Context: an optimization exercise on an open-source flow, tuned for small area. The choices shown serve that exercise and are no tape-out recipe.
In this exercise RTL edits were held to simulation tests only and were not proved equivalent to the original.
Power and IR drop assume default switching activity.

===== design/flow/design.v =====
`timescale 1ns / 1ps
module VS_RST_SYNC(
    input CLK,
    input SYS_NRST,
    output RST
    );
reg [1:0] SYNC;
always@(posedge CLK, negedge SYS_NRST)
    if(~SYS_NRST) SYNC <= 2'b11;
    else SYNC <= {SYNC[0], 1'b0};
assign RST = SYNC[1];
endmodule
`timescale 1ns / 1ps
module VS_FREQ_DIV #(
    parameter div=100000
)(
    input CLK,
    input RST,
    output reg CE_1KHz
);
reg [$clog2(div)-1:0] CNT;
always@(posedge CLK, posedge RST)
    if (RST) begin
        CNT <= 0;
        CE_1KHz <= 1'b0;
    end
    else if (CNT == div - 1) begin
        CNT <= 0;
        CE_1KHz <= 1'b1;
    end
    else begin
        CNT <= CNT + 1'b1;
        CE_1KHz <= 1'b0;
    end
endmodule
`timescale 1ns / 1ps
module M_BTN_FILTER_V10(
    input      CLK,                      
    input      CE,                       
    input      BTN_IN,                   
    input      RST,                      
    output     BTN_OUT,                  
    output reg BTN_CEO                   
    );
 parameter [3:0] CNTR_WIDTH = 4;         
 reg [CNTR_WIDTH - 1:0] FLTR_CNT;
 reg BTN_D, BTN_S1, BTN_S2;
 always @ (posedge CLK, posedge RST)
  if(RST) FLTR_CNT <= {CNTR_WIDTH{1'b0}};
  else
   if(!(BTN_S1 ^ BTN_S2))                
    FLTR_CNT <= {CNTR_WIDTH{1'b0}};      
   else if(CE)                           
    FLTR_CNT <= FLTR_CNT + 1;            
 always @ (posedge CLK, posedge RST)
  if(RST)
   begin
    BTN_D  <= 1'b0;
    BTN_S1 <= 1'b0;
   end
  else
   begin
    BTN_D  <= BTN_IN;
    BTN_S1 <= BTN_D;
   end
 always @ (posedge CLK, posedge RST)
  if(RST) BTN_S2 <= 1'b0;
  else if(&(FLTR_CNT) & CE) BTN_S2 <= BTN_S1;
 always @ (posedge CLK, posedge RST)
  if(RST) BTN_CEO <= 1'b0;
  else BTN_CEO <= &(FLTR_CNT) & CE & BTN_S1;
 assign BTN_OUT = BTN_S2;
endmodule
`timescale 1ns / 1ps
module VS_DTR(
    input CLK,
    input D,
    input RST,
    output reg Q
    );
always@(posedge CLK, posedge RST)
    if (RST)
        Q<=1'b1;
    else
        Q<= D;
endmodule
`timescale 1ns / 1ps
module VS_RG(
    input CLK,
    input D,
    input RST,
    output Q
    );
wire QD1;    
wire QD2; 
VS_DTR DTR_0(
    .CLK(CLK),
    .D(D),
    .RST(RST),
    .Q(QD1)
);
VS_DTR DTR_1(
    .CLK(CLK),
    .D(QD1),
    .RST(RST),
    .Q(QD2)
);
VS_DTR DTR_2(
    .CLK(CLK),
    .D(QD2),
    .RST(RST),
    .Q(Q)
);
endmodule
`timescale 1ns / 1ps
module VS_SYNC(
    input CLK,
    input RXD,
    input RST,
    output RXD_RG
    );
VS_RG RG(
    .CLK(CLK),
    .D(RXD),
    .RST(RST),
    .Q(RXD_RG)
);
endmodule
`timescale 1ns / 1ps
module VS_RX_C(
    input CLK,
    input RST,
    input UART_CE,
    input RXCT_R,
    output RX_CE
    );
reg [3:0] RX_SAMP_CT;
always@(posedge CLK, posedge RST)
    if (RST) RX_SAMP_CT <= 0;
    else if (RXCT_R) RX_SAMP_CT <= 0;
    else if (UART_CE) RX_SAMP_CT <= RX_SAMP_CT + 1'b1;
assign RX_CE = UART_CE & (RX_SAMP_CT == 4'h7);
endmodule
`timescale 1ns / 1ps
module VS_TX_C(
    input CLK,
    input RST,
    input UART_CE,
    input TXCT_R,
    output TX_CE
);
reg [3:0] TX_SAMP_CT;
always@(posedge CLK, posedge RST)
    if (RST) TX_SAMP_CT <= 0;
    else if (TXCT_R) TX_SAMP_CT <= 0;
    else if (UART_CE) TX_SAMP_CT <= TX_SAMP_CT + 1'b1;
assign TX_CE = UART_CE & (TX_SAMP_CT == 4'hf);
endmodule
`timescale 1ns / 1ps
module VS_RX_FSM(
    input RXD_RG,
    input CLK,
    input RST,
    output reg RX_DATA_EN,
    output reg [9:0] RX_DATA_T,
    output reg RXCT_R,
    input RX_CE
);
reg [2:0] RX_STATE;
reg [2:0] RX_DATA_CT;
localparam
    IDLE = 3'd0,
    RSTRB = 3'd1,
    RDT = 3'd2,
    RPARB = 3'd3,
    RSTB1 = 3'd4,
    RSTB2 = 3'd5,
    WEND = 3'd6;
always@(posedge CLK, posedge RST)
    if (RST) begin
        RX_DATA_EN <= 1'b0;
        RX_DATA_T <= 10'h000;
        RX_DATA_CT <= {3{1'b0}};
        RXCT_R <= 1'b1;
        RX_STATE <= IDLE;
    end
    else case (RX_STATE)
        IDLE: begin
            if (~RXD_RG) begin
                RX_DATA_EN <= 1'b0;
                RX_DATA_T[9] <= 1'b0;
                RXCT_R <= 1'b0;
                RX_STATE <= RSTRB;
            end
            else RX_DATA_EN <= 1'b0;
        end
        RSTRB: begin
            if (RX_CE) begin
                if(RXD_RG) begin
                    RXCT_R <= 1'b1;
                    RX_STATE <= IDLE;
                end
                else RX_STATE <= RDT;
            end
        end
        RDT: begin
            if (RX_CE) begin
                RX_DATA_T[7:0] <= {RXD_RG, RX_DATA_T[7:1]};
                RX_DATA_CT <= RX_DATA_CT + 1'b1;
                if (RX_DATA_CT == 4'h7) RX_STATE <= RPARB;
            end
        end
        RPARB: begin
            if (RX_CE) begin
                RX_DATA_T[8] <= RXD_RG ^ (^RX_DATA_T[7:0]);
                RX_STATE <= RSTB1;
            end
        end
        RSTB1: begin
            if (RX_CE) begin
                RX_DATA_T[9] <= ~RXD_RG;
                RX_STATE <= RSTB2;
            end
        end
        RSTB2: begin
             if (RX_CE) begin
                if (RXD_RG) begin
                    RX_DATA_EN <= 1'b1;
                    RXCT_R <= 1'b1;
                    RX_STATE <= IDLE;
                end
                else begin
                    RX_DATA_T[9] <= 1'b1;
                    RX_STATE <= WEND;
                end
            end
        end
        WEND: begin
            if (RXD_RG) begin
                RX_DATA_EN <= 1'b1;
                RXCT_R <= 1'b1;
                RX_STATE <= IDLE;
            end
        end
        default: RX_STATE <= IDLE;
    endcase
endmodule
`timescale 1ns / 1ps
module VS_TX_FSM(
    input CLK,
    input RST,
    input UART_CE,
    input TX_CE,
    output reg TXCT_R,
    input TX_RDY_T,
    input [7:0] TX_DATA_R,
    output reg TX_RDY_R,
    output reg TXD
);
reg [2:0] TX_STATE;
reg [7:0] TX_DATA;
reg TX_PAR_BIT_RG;
reg [2:0] TX_DATA_CT;
localparam 
    IDLE = 3'd0,
    WCE = 3'd1,
    TSTRB = 3'd2,
    TDT = 3'd3,
    TPARB = 3'd4,
    TSTB1 = 3'd5,
    TSTB2 = 3'd6;
always@(posedge CLK, posedge RST)
    if (RST) begin
        TX_DATA <= 8'h00;
        TX_PAR_BIT_RG <= 1'b0;
        TX_RDY_R <= 1'b1;
        TX_DATA_CT <= 3'b000;
        TXD <= 1'b1;
        TXCT_R <= 1'b1;
        TX_STATE <= IDLE;
    end
    else case(TX_STATE)
        IDLE: begin
            if(TX_RDY_T) begin
                TX_DATA <= TX_DATA_R;
                TX_PAR_BIT_RG <= (^TX_DATA_R[7:0]);
                TX_RDY_R <= 1'b0;
                if(UART_CE) begin
                    TXD <= 1'b0;
                    TXCT_R <= 1'b0;
                    TX_STATE <= TSTRB;
                end
                else TX_STATE <= WCE;
            end
        end
        WCE: begin
           if(UART_CE) begin
                TXD <= 1'b0;
                TXCT_R <= 1'b0;
                TX_STATE <= TSTRB;
            end
        end
        TSTRB: begin
            if(TX_CE) begin
                TXD <= TX_DATA[0];
                TX_DATA <= {1'b0, TX_DATA[7:1]};
                TX_STATE <= TDT;
            end
        end
        TDT: begin
            if (TX_CE) begin
                TX_DATA <= {1'b0, TX_DATA[7:1]};
                TX_DATA_CT <= TX_DATA_CT + 1'b1;
                if(TX_DATA_CT == 4'h7) begin
                    TXD <= TX_PAR_BIT_RG;
                    TX_STATE <= TPARB;
                end
                else TXD <= TX_DATA[0];
            end 
        end
        TPARB: begin
            if (TX_CE) begin
                TXD <= 1'b1;
                TX_STATE <= TSTB1;
            end
        end
        TSTB1: begin
            if(TX_CE) begin
                TXD <= 1'b1;
                TX_STATE <= TSTB2;
            end
        end
        TSTB2: begin
            if(TX_CE) begin
                TX_RDY_R <= 1'b1;
                TXCT_R <= 1'b1;
                TX_STATE <= IDLE;
            end
        end
        default: TX_STATE <= IDLE;
    endcase
endmodule
`timescale 1ns / 1ps
module VS_UART(
    input CLK,
    input RST,
    input RXD,
    output TXD,
    output RX_DATA_EN,
    output [9:0]RX_DATA_T,
    input TX_RDY_T,
    input [7:0] TX_DATA_R,
    output TX_RDY_R
    );
wire RXD_RG;
wire UART_CE;
wire RXCT_R;
wire RX_CE;
wire TXCT_R;
wire TX_CE;
VS_SYNC SYNC(
    .CLK(CLK),
    .RST(RST),
    .RXD(RXD),
    .RXD_RG(RXD_RG)
);
VS_FREQ_DIV #(.div(10)) FREQ_DIV(   
    .CLK(CLK),
    .RST(RST),
    .CE_1KHz(UART_CE)
);
VS_RX_FSM RX_FSM(
    .RXD_RG(RXD_RG),
    .CLK(CLK),
    .RST(RST),
    .RX_DATA_EN(RX_DATA_EN),
    .RX_DATA_T(RX_DATA_T),
    .RXCT_R(RXCT_R),
    .RX_CE(RX_CE)
);
VS_TX_FSM TX_FSM(
    .CLK(CLK),
    .RST(RST),
    .TXD(TXD),
    .UART_CE(UART_CE),
    .TX_CE(TX_CE),
    .TXCT_R(TXCT_R),
    .TX_RDY_T(TX_RDY_T),
    .TX_DATA_R(TX_DATA_R),
    .TX_RDY_R(TX_RDY_R)
);
VS_RX_C RX_C(
    .CLK(CLK),
    .RST(RST),
    .UART_CE(UART_CE),
    .RXCT_R(RXCT_R),
    .RX_CE(RX_CE)
);
VS_TX_C TX_C(
    .CLK(CLK),
    .RST(RST),
    .UART_CE(UART_CE),
    .TX_CE(TX_CE),
    .TXCT_R(TXCT_R)
);
endmodule
`timescale 1ns / 1ps
module VS_GEN_ERR(
    input [9:0] RX_DATA_T,
    input GEN_FRT_ERR,
    input GEN_PAR_ERR,
    output [9:0] DATA
    );
assign DATA[0] = RX_DATA_T[0];
assign DATA[1] = RX_DATA_T[1];
assign DATA[2] = RX_DATA_T[2];
assign DATA[3] = RX_DATA_T[3];
assign DATA[4] = RX_DATA_T[4];
assign DATA[5] = RX_DATA_T[5];
assign DATA[6] = RX_DATA_T[6];
assign DATA[7] = RX_DATA_T[7];
assign DATA[8] = RX_DATA_T[8]^GEN_PAR_ERR;
assign DATA[9] = RX_DATA_T[9]^GEN_FRT_ERR;
endmodule
`timescale 1ns / 1ps
module VS_DC_ASCII_HEX(
    input [7:0] ASCII,
    output reg [3:0] HEX,
    output reg HEX_FLG
    );
always@(ASCII)
    case(ASCII)
        8'h30: begin HEX=4'h0; HEX_FLG=1'b1;end
        8'h31: begin HEX=4'h1; HEX_FLG=1'b1;end
        8'h32: begin HEX=4'h2; HEX_FLG=1'b1;end
        8'h33: begin HEX=4'h3; HEX_FLG=1'b1;end
        8'h34: begin HEX=4'h4; HEX_FLG=1'b1;end
        8'h35: begin HEX=4'h5; HEX_FLG=1'b1;end
        8'h36: begin HEX=4'h6; HEX_FLG=1'b1;end
        8'h37: begin HEX=4'h7; HEX_FLG=1'b1;end
        8'h38: begin HEX=4'h8; HEX_FLG=1'b1;end
        8'h39: begin HEX=4'h9; HEX_FLG=1'b1;end
        8'h41,8'h61: begin HEX=4'hA; HEX_FLG=1'b1;end
        8'h42,8'h62: begin HEX=4'hB; HEX_FLG=1'b1;end
        8'h43,8'h63: begin HEX=4'hC; HEX_FLG=1'b1;end
        8'h44,8'h64: begin HEX=4'hD; HEX_FLG=1'b1;end
        8'h45,8'h65: begin HEX=4'hE; HEX_FLG=1'b1;end
        8'h46,8'h66: begin HEX=4'hF; HEX_FLG=1'b1;end
        default: begin HEX=4'h0; HEX_FLG=1'b0; end 
    endcase 
endmodule
`timescale 1ns / 1ps
module VS_DC_HEX_ASCII(
    input [3:0] HEX,
    output reg [7:0] ASCII
);
always@(HEX)
    case(HEX)
        4'h0: ASCII = 8'h30;
        4'h1: ASCII = 8'h31;
        4'h2: ASCII = 8'h32;
        4'h3: ASCII = 8'h33;
        4'h4: ASCII = 8'h34;
        4'h5: ASCII = 8'h35;
        4'h6: ASCII = 8'h36;
        4'h7: ASCII = 8'h37;
        4'h8: ASCII = 8'h38;
        4'h9: ASCII = 8'h39;
        4'hA: ASCII = 8'h41;
        4'hB: ASCII = 8'h42;
        4'hC: ASCII = 8'h43;
        4'hD: ASCII = 8'h44;
        4'hE: ASCII = 8'h45;
        4'hF: ASCII = 8'h46;
    endcase
endmodule
`timescale 1ns / 1ps
module VS_ROM(
    input [6:0] ADDR,
    output [7:0] DATA
    );
reg [7:0] ROM0 [0:127];
initial begin
    $readmemh("ROM.mem",ROM0);
end
assign DATA = ROM0[ADDR];
endmodule
`timescale 1ns / 1ps
module VS_FSM(
    input CLK,
    input RST,
    input RX_DATA_EN,
    input [9:0] RX_DATA_R,
    output reg TX_RDY_T,
    output reg [7:0] TX_DATA_T,
    input TX_RDY_R,
    output [7:0]ASCII_DATA,
    input HEX_FLAG,
    input [3:0]DC_HEX_DATA,
    output reg [3:0]HEX_DATA,
    input [7:0]DC_ASCII_DATA,
    output reg [6:0]ADDR,
    input [7:0]DATA
    );
reg [3:0] STATE;
reg [83:0] RES_REG;
reg [4:0] RES_CT;
reg [83:0] DATA_REG;
reg [4:0] DATA_CT;
reg [6:0] END_ADDR;
reg RES_FLG;
wire [6:0] RES_A0;
wire [6:0] RES_A1;
reg [6:0] ERR_A0_MX;
reg [6:0] ERR_A1_MX;
assign ASCII_DATA[7:0] = RX_DATA_R[7:0];
assign RES_A0 = 6'd0;
assign RES_A1 = 6'd7;
always@(*)
    case (RES_CT)
        0: HEX_DATA = RES_REG[83:80];
        1: HEX_DATA = RES_REG[79:76];
        2: HEX_DATA = RES_REG[75:72];
        3: HEX_DATA = RES_REG[71:68];
        4: HEX_DATA = RES_REG[67:64];
        5: HEX_DATA = RES_REG[63:60];
        6: HEX_DATA = RES_REG[59:56];
        7: HEX_DATA = RES_REG[55:52];
        8: HEX_DATA = RES_REG[51:48];
        9: HEX_DATA = RES_REG[47:44];
        10: HEX_DATA = RES_REG[43:40];
        11: HEX_DATA = RES_REG[39:36];
        12: HEX_DATA = RES_REG[35:32];
        13: HEX_DATA = RES_REG[31:28];
        14: HEX_DATA = RES_REG[27:24];
        15: HEX_DATA = RES_REG[23:20];
        16: HEX_DATA = RES_REG[19:16];
        17: HEX_DATA = RES_REG[15:12];
        18: HEX_DATA = RES_REG[11:8];
        19: HEX_DATA = RES_REG[7:4];
        20: HEX_DATA = RES_REG[3:0];
        default: HEX_DATA = 0;
    endcase
always@(*)
    case(RX_DATA_R[9:8])
        2'b00: begin 
            ERR_A0_MX = 7'd8;
            ERR_A1_MX = 7'd25;
        end
        2'b01: begin    
            ERR_A0_MX = 7'd26;
            ERR_A1_MX = 7'd43;
        end
        2'b10: begin 
            ERR_A0_MX = 7'd44;
            ERR_A1_MX = 7'd66;
        end
        2'b11: begin 
            ERR_A0_MX = 7'd67;
            ERR_A1_MX = 7'd74;
        end
    endcase
localparam
    IDLE = 4'd0,
    RDT = 4'd1,
    RCR = 4'd2,
    RLF = 4'd3,
    TRES = 4'd4,
    TMEM = 4'd5,
    TDT = 4'd6,
    TCR = 4'd7,
    TLF = 4'd8;
always@ (posedge CLK, posedge RST)
    if (RST) begin
        TX_DATA_T <= 8'h00;
        TX_RDY_T <= 1'b0;
        DATA_CT <= {5{1'b0}};
        RES_CT <= {5{1'b0}};
        RES_REG <= {84{1'b1}};  
        DATA_REG <= {84{1'b0}};
        ADDR <= {7{1'b0}};
        END_ADDR <= {7{1'b0}};
        RES_FLG <= 1'b0;
        STATE <= IDLE;
    end
    else case(STATE)
        IDLE: begin
            if (RX_DATA_EN) begin
                if (RX_DATA_R[9] | RX_DATA_R[8] | ~HEX_FLAG) begin
                    ADDR <= ERR_A0_MX;
                    END_ADDR <= ERR_A1_MX;
                    STATE <= TRES;
                end
                else if (HEX_FLAG) begin
                    ADDR <= RES_A0;
                    END_ADDR <= RES_A1;
                    DATA_REG <= {DATA_REG[79:0], DC_HEX_DATA};
                    DATA_CT <= DATA_CT + 1'b1;
                    STATE <= RDT;
                end
            end
        end
        RDT: begin
            if (RX_DATA_EN) begin
                if (RX_DATA_R[9] | RX_DATA_R[8] | ~HEX_FLAG) begin
                    DATA_CT <= {5{1'b0}};
                    ADDR <= ERR_A0_MX;
                    END_ADDR <= ERR_A1_MX;
                    STATE <= TRES;
                end
                else if (HEX_FLAG) begin
                    DATA_REG <= {DATA_REG[79:0], DC_HEX_DATA};
                    DATA_CT <= DATA_CT +'b1;
                    if (DATA_CT == 20) begin  
                        DATA_CT <= {5{1'b0}};
                        STATE <= RCR;
                    end
                end
            end
        end
        RCR: begin
            if (RX_DATA_EN) begin
                if (RX_DATA_R[9] | RX_DATA_R[8] | RX_DATA_R[7:0] != 8'h0D) begin
                    ADDR <= ERR_A0_MX;
                    END_ADDR <= ERR_A1_MX;
                    STATE <= TRES;
                end
                else if (RX_DATA_R[7:0] == 8'h0D) STATE <= RLF;
            end
        end
        RLF: begin
            if (RX_DATA_EN) begin
                if (RX_DATA_R[9] | RX_DATA_R[8] | RX_DATA_R[7:0] != 8'h0A) begin
                    ADDR <= ERR_A0_MX;
                    END_ADDR <= ERR_A1_MX;
                    STATE <= TRES;
                end
                else if (RX_DATA_R[7:0] == 8'h0A) begin
                    RES_REG <= RES_REG - DATA_REG;
                    RES_FLG <= 1'b1;
                    STATE <= TRES;
                end
            end
        end
        TRES: begin
            TX_DATA_T <= DATA;
            TX_RDY_T <= 1'b1;
            ADDR <= ADDR + 1'b1;
            STATE <= TMEM;
        end
        TMEM: begin
            if (TX_RDY_R) begin
                if (ADDR == END_ADDR + 1) begin
                    if (RES_FLG) begin
                        RES_FLG <= 1'b0;
                        TX_DATA_T <= DC_ASCII_DATA;
                        RES_CT <= RES_CT + 1'b1;
                        STATE <= TDT;
                    end
                    else begin
                        TX_DATA_T <= 8'h0D;
                        STATE <= TCR;
                    end
                end
                else begin
                    TX_DATA_T <= DATA;
                    ADDR <= ADDR + 1'b1;
                end
            end
        end
        TDT: begin
            if (TX_RDY_R) begin
                if (RES_CT == 21) begin  
                    TX_DATA_T <= 8'h0D;
                    RES_CT <= {5{1'b0}};
                    STATE <= TCR;
                end
                else begin
                    TX_DATA_T <= DC_ASCII_DATA;
                    RES_CT <= RES_CT + 1'b1;
                end
            end
        end
        TCR: begin
            if (TX_RDY_R) begin
                TX_DATA_T <= 8'h0A;
                STATE <= TLF;
            end
        end
        TLF: begin
            if (TX_RDY_R) begin
                TX_RDY_T <= 1'b0;
                STATE <= IDLE;
            end
        end
        default: STATE <= IDLE;
    endcase
endmodule
`timescale 1ns / 1ps
module VS_LR_TOP(
    input CLK,
    input SYS_NRST,
    input BTN_0,
    input BTN_1,
    input UART_RXD,
    output UART_TXD
    );
wire RST;
wire CE_1KHz;
wire GEN_FRT_ERR;
wire GEN_PAR_ERR;
wire RX_DATA_EN;
wire [9:0] RX_DATA;
wire [1:0] TX_RDY;
wire [7:0] TX_DATA;
wire [9:0] RX_DATA_ERR;
wire [7:0 ]ASCII_DATA;
wire HEX_FLAG;
wire [3:0] DC_HEX_DATA;
wire [3:0] HEX_DATA;
wire [7:0] DC_ASCII_DATA;
wire [6:0] ADDR;
wire [7:0] MEM_DATA;
VS_RST_SYNC RST_SYNC(
    .CLK(CLK),
    .SYS_NRST(SYS_NRST),
    .RST(RST)
);
VS_FREQ_DIV #(.div(100)) FREQ_DIV(   
    .CLK(CLK),
    .RST(RST),
    .CE_1KHz(CE_1KHz)
);
M_BTN_FILTER_V10 BTN_0_FILTER(
    .CLK(CLK),
    .CE(CE_1KHz),
    .BTN_IN(BTN_0),
    .RST(RST),
    .BTN_OUT(GEN_FRT_ERR)
);
M_BTN_FILTER_V10 BTN_1_FILTER(
    .CLK(CLK),
    .CE(CE_1KHz),
    .BTN_IN(BTN_1),
    .RST(RST),
    .BTN_OUT(GEN_PAR_ERR)
);
VS_UART UART(
    .CLK(CLK),
    .RST(RST),
    .RXD(UART_RXD),
    .TXD(UART_TXD),
    .RX_DATA_EN(RX_DATA_EN),
    .RX_DATA_T(RX_DATA),
    .TX_RDY_T(TX_RDY[1]),
    .TX_DATA_R(TX_DATA),
    .TX_RDY_R(TX_RDY[0])
);
VS_GEN_ERR GEN_ERR(
    .RX_DATA_T(RX_DATA),
    .GEN_FRT_ERR(GEN_FRT_ERR),
    .GEN_PAR_ERR(GEN_PAR_ERR),
    .DATA(RX_DATA_ERR)
);
VS_FSM FSM(
    .CLK(CLK),
    .RST(RST),
    .RX_DATA_EN(RX_DATA_EN),
    .RX_DATA_R(RX_DATA_ERR),
    .TX_RDY_T(TX_RDY[1]),
    .TX_DATA_T(TX_DATA),
    .TX_RDY_R(TX_RDY[0]),
    .ASCII_DATA(ASCII_DATA),
    .HEX_FLAG(HEX_FLAG),
    .DC_HEX_DATA(DC_HEX_DATA),
    .HEX_DATA(HEX_DATA),
    .DC_ASCII_DATA(DC_ASCII_DATA),
    .ADDR(ADDR),
    .DATA(MEM_DATA)
);
VS_DC_ASCII_HEX DC_ASCII_HEX(
    .ASCII(ASCII_DATA),
    .HEX(DC_HEX_DATA),
    .HEX_FLG(HEX_FLAG)
);
VS_DC_HEX_ASCII DC_HEX_ASCII(
    .HEX(HEX_DATA),
    .ASCII(DC_ASCII_DATA)
);
VS_ROM ROM(
    .ADDR(ADDR),
    .DATA(MEM_DATA)
);
endmodule

===== design/flow/ROM.mem =====
52 // R
65 // e
73 // s
55 // U
4C // L
74 // t
2D // -
20 // space
45 // E 
72 // r
52 // R
6F // o
72 // r
3A // :
20 // space
66 // f
6F // o
72 // r
6D // m
61 // a
54 // T
20 // space
44 // D
61 // a
54 // T
61 // a
65 // e
52 // R
72 // r
6F // o
72 // r
3A // :
20 // space
70 // p
61 // a
52 // R
69 // i
54 // T
79 // y
20 // space
55 // U
41 // A
72 // r
74 // t
65 // e
72 // r
72 // r
4F // O
72 // r
3A // :
20 // space
66 // f
6F // o
52 // R
4D // M
61 // a
54 // T
20 // space
64 // d
41 // A
74 // t
61 // a
20 // space
55 // U
61 // a
52 // R
54 // T
45 // E
52 // R
52 // R
2D // -
55 // U
41 // A
72 // r
54 // T
00
00
00
00
00
00
00
00
00
00
00
00
00
00
00
00
00
00
00
00
00
00
00
00
00
00
00
00
00
00
00
00
00
00
00
00
00
00
00
00
00
00
00
00
00
00
00
00
00
00
00
00

===== design/flow/run.sh =====
#!/bin/bash
# synth_recipe.tcl (not shown) runs the flow's synth.tcl, then flattens the netlist and writes it again
# the make line also repeats each setting of config.mk as NAME=value (left out here)
make -C /OpenROAD-flow-scripts/flow DESIGN_CONFIG=/design/flow/config.mk WORK_HOME=/design/flow/orfs CLKGATE_MAP_FILE= SYNTH_SCRIPT=/design/flow/synth_recipe.tcl finish

===== design/flow/config.mk =====
export PLATFORM = sky130hd
export DESIGN_NAME = VS_LR_TOP
export DESIGN_NICKNAME = VS_LR_TOP
export VERILOG_FILES = /design/flow/design.v
export SDC_FILE = /design/flow/constraint.sdc
export NUM_CORES = 4
export LEC_CHECK = 0
export CAP_MARGIN = 20
export CORE_MARGIN = 2
export CORE_UTILIZATION = 40
export PLACE_DENSITY = 0.6
export SLEW_MARGIN = 20

===== design/flow/constraint.sdc =====
create_clock -name core_clock -period 10.0 [get_ports {CLK}]
set_input_delay 2.0000 -clock core_clock [delete_from_list [all_inputs] [get_ports {CLK}]]
set_output_delay 2.0000 -clock core_clock [all_outputs]
set_load 0.01 [all_outputs]

==> qor.yml <==
synthesis.nets: 2477
cts_tree: "yes"
final_area_um2: 20900
cap_violations: 0
finalHoldViolations: 0
grt_use_total_pct: 20.4
final_cells: 2910
core_area_um2: 47700
antenna_found_initial: 1
ys_seq_elements: 280
path_clk_slew_ps: 60
grt_pass1_vias: 15900
drive_gt1_share_pct: 9.02
dr.pass1.iters: 6
place_area_um2: 19700
pin_count: 6
clock_sinks: 280
routedWlPerCell_um: 17.4
synthFlopType: "dfrtp_1"
place_congestion: 0.962
htreeDepth: 2
viasPerCell: 5.71
grt.overflow.total: 0
netlist_instances: 2348
start_util_pct: 40.5
finalWirelength_mm: 50.6
ant_nets: 0
cts-root-buf: "clkbuf_16"
place.port_buffers: 5
hp-class: "reg2reg"
cts_resized: 0
post_cts_buffers: 0
synth_edf_count: 0
finalSetupViolations: 0
powerDensity_nw_per_um2: 119
post-route-min-period_ps: 4230
dp_hpwl_mm: 37.3
total_power_mw: 2.48
fin_tns_setup_ps: 0
drv_slew: 0
nNetsFinal: 2397
syn_to_final_growth_pct: 8.09
yosys_warnings: 13
grt_pass1_wl_mm: 83.6
finClkSkew_ps: 25.3
fp.dieW_um: 224
min_period_over_period_pct: 42.3
cp-start-kind: "flip-flop"
async_flop_share_pct: 100
syn_area_um2: 19300
max_freq_mhz: 236
status: "no timing/DRC/antenna violations"
numCtsBuffers: 35
clkLatencyLatePin_ps: 560
synth-seq-area-share_pct: 36.9
die-height_um: 224
cp-end-kind: "flip-flop"
fp-row-count: 80
synth.distinct_cells: 93
crit_path_max_fanout: 91
grt_start_max_net_pins: 169
drc: 0
critPathRequiredTime_ps: 10440
worst-setup-path-type: "reg2reg"
dieArea_um2: 50100
peakVddDrop_mv: 0.127
diodes: 0
drt-initial-drc-count: 1568
reg2reg_slack_ps: 5770
hold_buffers: 0
cts_buffer_depth: 3
syn_avg_cell_area_um2: 8.23
cp.arrival_ps: 4670
p_leak_nw: 9.22
placedCellCount: 2846
tightestPinTransition_ps: 1040
rsz0062_at_grt: "no"
via_count: 16600
slew_headroom_pct: 31.0
## power by group
group	total, mW	leakage, nW	internal (mW)	switching [mW]
Combinational	0.0250	5.11	0.00281	0.0222
Sequential	1.14	3.53	1.14	0.00144
Clock	1.32	0.581	0.791	0.529
Total	2.48	9.22	1.93	0.553
## placed cells by master (no fill, tap or decap), types with 37 or more instances in the layout
cell type	instances
a21oi_1	172
dfrtp_1	186
dfstp_2	93
ha_1	123
inv_1	140
nand2_1	355
nand3_1	48
nand4_1	37
nor2_1	158
nor3_1	42
o21ai_0	284
xnor2_1	64
xor2_1	62
## state kept, by name, indices dropped and copies added (netlist names), 3 cells and up
name / cells
UART.TX_FSM.TX_DATA: 7
UART.RX_FSM.RX_DATA_T: 10
BTN_1_FILTER.FLTR_CNT: 4
FSM.END_ADDR: 7
UART.RX_FSM.RX_STATE: 3
UART.RX_C.RX_SAMP_CT: 4
FSM.RES_CT: 5
FREQ_DIV.CNT: 7
UART.RX_FSM.RX_DATA_CT: 3
FSM.DATA_REG: 84
UART.TX_FSM.TX_STATE: 3
FSM.STATE: 4
UART.TX_C.TX_SAMP_CT: 4
FSM.DATA_CT: 5
FSM.ADDR: 7
UART.FREQ_DIV.CNT: 4
FSM.TX_DATA_T: 7
FSM.RES_REG: 84
BTN_0_FILTER.FLTR_CNT: 4
UART.TX_FSM.TX_DATA_CT: 3
## final timing paths
path | endpoint | cells after the start | start
hold reg to reg | BTN_0_FILTER.BTN_S1 | 0 | BTN_0_FILTER.BTN_D
setup reg to reg | FSM.DATA_CT[4] | 13 | UART.RX_FSM.RX_DATA_T[1]
setup / recovery | FSM.DATA_CT[4] | 13 | UART.RX_FSM.RX_DATA_T[1]
hold / removal | BTN_0_FILTER.BTN_S1 | 0 | BTN_0_FILTER.BTN_D
min in group asynchronous | FSM.DATA_REG[16] | 1 | RST_SYNC.SYNC[1]
max in group asynchronous | FSM.DATA_REG[44] | 2 | RST_SYNC.SYNC[1]
## layout make-up
type | count | area, um^2
clock buffer | 42 | 953
inverter | 141 | 537
clock inverter | 22 | 245
timing repair buffer | 10 | 100
tap | 615 | 769
multi-input combinational | 1800 | 11100
sequential | 280 | 7120
fill | 4669 | 26900
## stage by stage
step / worst slack (ps) / utilization (%) / hold slack, ps
after floorplan: 2170 / - / 331
after global placement: 5900 / 41.2 / 334
after detailed placement: 5810 / 41.2 / 336
after CTS: 5800 / 43.7 / 350
after global routing: 5330 / 43.7 / 355
final: 5770 / 43.7 / 351
## kinds of logic (layout without fill, tap and decap cells)
family	after synthesis	after routing	share of synthesized area, %
buffers and inverters	268	215	5.51
adders and majority gates	124	124	8.07
AOI/OAI and AO/OA	751	751	24.0
DFF	280	280	36.9
muxes	44	44	2.42
and+or+nand+nor	754	754	17.4
other	1	1	0.0194
xor gates and xnor gates	126	126	5.71
## per-layer routing
metal	global-route usage [%]	vias to the layer above	routed length (um)
met5	0	-	0
met4	5.85	0	1370
met3	3.67	86	3070
met2	32.1	468	22300
met1	28.8	7923	23900
li1	-	8145	-
## synth_stat cells, types with 30 or more instances
| cell type | n | share of area [%] |
|---|---|---|
| a211oi_1 | 30 | 1.2 |
| a21o_1 | 31 | 1.2 |
| a21oi_1 | 172 | 4.5 |
| clkbuf_1 | 100 | 1.9 |
| dfrtp_1 | 187 | 24 |
| dfstp_2 | 93 | 13 |
| ha_1 | 123 | 8.0 |
| inv_1 | 141 | 2.7 |
| nand2_1 | 356 | 6.9 |
| nand3_1 | 49 | 1.3 |
| nand4_1 | 37 | 1.2 |
| nor2_1 | 158 | 3.1 |
| nor3_1 | 42 | 1.1 |
| o21ai_0 | 284 | 7.4 |
| xnor2_1 | 64 | 2.9 |
| xor2_1 | 62 | 2.8 |
## worst max-delay path, stage by stage, from the launching register on
cell	delay [ps]
dfrtp_1	400
inv_1	90
ha_1	270
or3_1	380
a21oi_1	170
o22ai_1	110
o21bai_1	420
nor2_1	170
nand3_4	560
buf_4	690
nand2_1	310
nand4_1	200
xor2_1	160
nor2_1	50

[static timing again, ports no longer ideal]
How much do the figures lean on ideal ports? The routed layout below was timed once more, with nothing changed but the port constraints.
Step 1, drivers: a clkbuf_16 drives CLK and a buf_2 each remaining input, both assumed.
Step 2 times the ports against the registers' clock, not the clock port: input delays grow and output delays shrink by t, the midpoint of the rising clock arrivals with the driver on.
Slacks: ideal ports / drivers / drivers and shift; pairs: ideal ports / drivers.
t (ns): 0.599
setup WS [ns]: 5.766 / 5.766 / 5.766
worst setup path at the end: register to register
pins driven straight from the clock port: 1
After both steps setup and hold are still met in this run. For this run, drivers alone change the setup slack by 0.000 ns; drivers and shift together by 0.000 ns.
